What follows belongs to an exercise in optimizing a design on an open flow for small area and a short achievable clock period; a production flow would make more cautious choices.
Power is estimated from default activity; no workload was simulated.

## oak
## fpadd_40
module fpadd_40(x_40,y_40,res_40,clk_40,rst_40);
input  [31:0] x_40, y_40;
output [31:0] res_40;
input  clk_40, rst_40;
wire [7:0] ex = x_40[30:23];
wire [7:0] ey = y_40[30:23];
wire [8:0] dxy = {1'b0, ex} - {1'b0, ey};
wire [7:0] dyx = ey - ex;
wire       ge  = ~dxy[8];                    
wire [4:0] cxy = (dxy[7:0] > 8'd24) ? 5'd31 : dxy[4:0];   
wire [4:0] cyx = (dyx > 8'd24) ? 5'd31 : dyx[4:0];
wire       swap = y_40[30:0] > x_40[30:0];   
wire       hx   = |x_40[30:0];
wire       hy   = |y_40[30:0];
reg [22:0] fx1, fy1;
reg        hb1, sw1, sx1, sy1, sub1;
reg [7:0]  ea1;
reg [4:0]  d1;
always @(posedge clk_40) begin
  fx1  <= x_40[22:0];
  fy1  <= y_40[22:0];
  hb1  <= hx & hy;                            
  sw1  <= swap;
  ea1  <= ge ? ex : ey;
  d1   <= ge ? cxy : cyx;
  sx1  <= x_40[31] & (hx | hy);               
  sy1  <= y_40[31];
  sub1 <= x_40[31] ^ y_40[31];
end
wire [22:0] fa = sw1 ? fy1 : fx1;
wire        sg1 = sw1 ? sy1 : sx1;
wire [23:0] sb = {hb1, sw1 ? fx1 : fy1};
wire [24:0] b0 = {sb[23:3], sb[2] & ~(d1 >= 5'd24), sb[1] & ~(d1 >= 5'd23),
                  sb[0] & ~(d1 >= 5'd22), 1'b0};
  ...
Size: ~1600 cells after synthesis, ~190 flip-flops, ~98 I/O pins.
export LEC_CHECK = 0
export ABC_AREA = 1
export CAP_MARGIN = 20
export CORE_MARGIN = 2
export CORE_UTILIZATION = 40
export CTS_BUF_LIST = sky130_fd_sc_hd__clkbuf_8
export CTS_CLUSTER_SIZE = 24
export SETUP_SLACK_MARGIN = 2.8
export SLEW_MARGIN = 20
create_clock -name core_clock -period 5.0 [get_ports {clk_40}]
standard.sh (not shown) runs the stock make flow with config.mk's settings and CLKGATE_MAP_FILE= SYNTH_SCRIPT=/design/flow/synth_recipe.tcl, a recipe that flattens the netlist after the stock synthesis.
==> flow/flow/run.sh <==
#!/bin/bash
# Standard ORFS layout with two changes: synthesis leaves adders to ABC
# (ADDER_MAP_FILE empty, so no half/full-adder cells are extracted; the
# synthesis script itself is the standard flow's, unchanged), and the port buffers are
# buf_2 cells. Full make output in make_finish.log, each step's log under
# orfs/logs/.
set -euo pipefail
bash standard.sh finish 'ADDER_MAP_FILE=' 'BUFFER_PORTS_ARGS=-buffer_cell sky130_fd_sc_hd__buf_2' > make_finish.log 2>&1
Per the final summary, oak finished and its layout is clean on timing, DRC and antenna.
Setup changes, oak to pine
==> flow/flow/run.sh <==
#!/bin/bash
# Standard ORFS layout, with the port buffers made from buf_2 cells instead
# of the resizer's default pick. Each step's full log stays under orfs/logs/.
set -euo pipefail
bash standard.sh finish 'BUFFER_PORTS_ARGS=-buffer_cell sky130_fd_sc_hd__buf_2' > make_finish.log 2>&1
--- a/flow/config.mk
+++ b/flow/config.mk
@@ -13,3 +13,3 @@
 export CTS_CLUSTER_SIZE = 24
-export SETUP_SLACK_MARGIN = 2.8
+export SETUP_SLACK_MARGIN = 2.7
 export SLEW_MARGIN = 20
==> run summary <==
- Where count of routing violations after the opening detailed-route iteration is concerned, oak is outperformed by pine.
- [compare] base=oak new=pine: total setup buffers inserted after CTS lost about 4.3%, filler cell count in the final layout picked up an extra about 3%, number of nets in the synthesized netlist picked up an extra 33, design area picked up an extra about 0.6%.
- Delta (pine minus oak): post-layout minimum cycle time climbed 0.13 ns; via count saw a decrease; HPWL after detailed placement was more or less identical.
- Multi-input logic portion of the cell area up 1.9 points in pine wrt oak
- Going from oak to pine, the overall power of the completed layout was found to have gone up by about 1%.
Changes in birch relative to pine:
--- a/flow/config.mk
+++ b/flow/config.mk
@@ -13,3 +13,3 @@
 export CTS_CLUSTER_SIZE = 24
-export SETUP_SLACK_MARGIN = 2.7
+export SETUP_SLACK_MARGIN = 2.6
 export SLEW_MARGIN = 20
--- outcome ---
Compared with pine, in birch global-route wire length before repair has increased; worst vdd rail ir drop has decreased; sequential cell area share has increased; fmax has decreased; worst-path maximum fanout has increased. birch vs pine — final cell count dropped about 1.5%. Combinational group share of total power for birch: 1.3 points down relative to pine. Of birch and pine, the lower area growth from synthesis to layout belongs to birch. Total power: birch vs pine down 4.0%.
#### Input delta (maple over birch)
--- a/flow/config.mk
+++ b/flow/config.mk
@@ -13,2 +13,3 @@
 export CTS_CLUSTER_SIZE = 24
+export GPL_TIMING_DRIVEN = 0
 export SETUP_SLACK_MARGIN = 2.6
--- outcome ---
Looking only at register-to-register slack, and setting everything else aside, the lower value of maple and birch goes to birch.
Run comparison: birch master of the slowest instance on the critical path dfxtp_4; maple master of the slowest instance on the critical path dfxtp_2
Against birch, maple comes in 0.040 ns higher on final critical-path setup slack.
Measured against each other, maple and birch differ in total of fill cells in the finished design, the lower figure coming from maple.
maple vs birch, worst-case hold slack went down by 0.0069 ns.
Relative to birch, tightest slew margin relative to the limit has increased by 9.6 points in maple.
NOTE cell area birch->maple increased by a few percent
birch ended up with s3[19] as its beginning of the critical path; maple ended up with s3[22].
maple vs birch on overall global routing resource usage: maple is the higher one.
Inputs modified between maple and cedar:
--- a/flow/config.mk
+++ b/flow/config.mk
@@ -11,5 +11,2 @@
 export CORE_UTILIZATION = 40
-export CTS_BUF_LIST = sky130_fd_sc_hd__clkbuf_8
-export CTS_CLUSTER_SIZE = 24
-export GPL_TIMING_DRIVEN = 0
 export SETUP_SLACK_MARGIN = 2.6
Results
Delay of the slowest cell on the worst path: cedar vs maple — no meaningful difference. Register clock-pin slew on the reported worst setup and hold paths came out lower on cedar than on maple. [compare] base=maple new=cedar: part of the power in the clock network rose by 1.8 points; detailed placement HPWL went down 3.1 mm. Sort cedar and maple by minimum clock period, descending, and cedar comes first. When cedar is set beside maple, its internal power turns out to be 2.5% larger. The flow did not stop early for maple: all stages ran, and the layout cleared the timing, design-rule and antenna checks. cedar has completed all stages; timing, DRC and antenna checks passed. There was hardly any difference in design area between cedar and maple. In cedar the share of final-layout standard cells stronger than drive strength 1 turned out 0.80 points lower than in maple. Comparing cedar and maple, total vias in the final route is higher on maple.
No functional check of the RTL was part of any run of this note.

==> afterwards: timing with drivers on the ports <==
Ports are ideal in the flow. The routed layouts listed here were re-timed in OpenROAD. Step 1 (the two cells are an assumption about what drives the block):
set clk [get_ports {clk_40}]
set_driving_cell -lib_cell sky130_fd_sc_hd__clkbuf_16 $clk
set_driving_cell -lib_cell sky130_fd_sc_hd__buf_2 [delete_from_list [all_inputs] $clk]
Step 2 also shifts input and output timing later by t, the mid clock arrival at the registers, as if the neighbouring blocks saw the same clock. Three values: no drivers, after step 1, after step 2; two values: the first two.
run	shift t [ns]	setup slack, ns	worst setup path after step 2	worst slew at a driven data input, ns
oak	0.500	2.742 / 2.750 / 2.250	input to register	0.06
pine	0.512	2.616 / 2.616 / 2.206	input to register	0.05
birch	0.508	2.604 / 2.604 / 2.212	input to register	0.04
maple	0.507	2.644 / 2.644 / 2.162	input to register	0.06
cedar	0.479	2.567 / 2.567 / 2.201	input to register	0.06
After both steps setup and hold are still met in every run listed. The setup slack of oak, which loses most, moves by +0.008 ns with the drivers and by -0.492 ns with both steps.
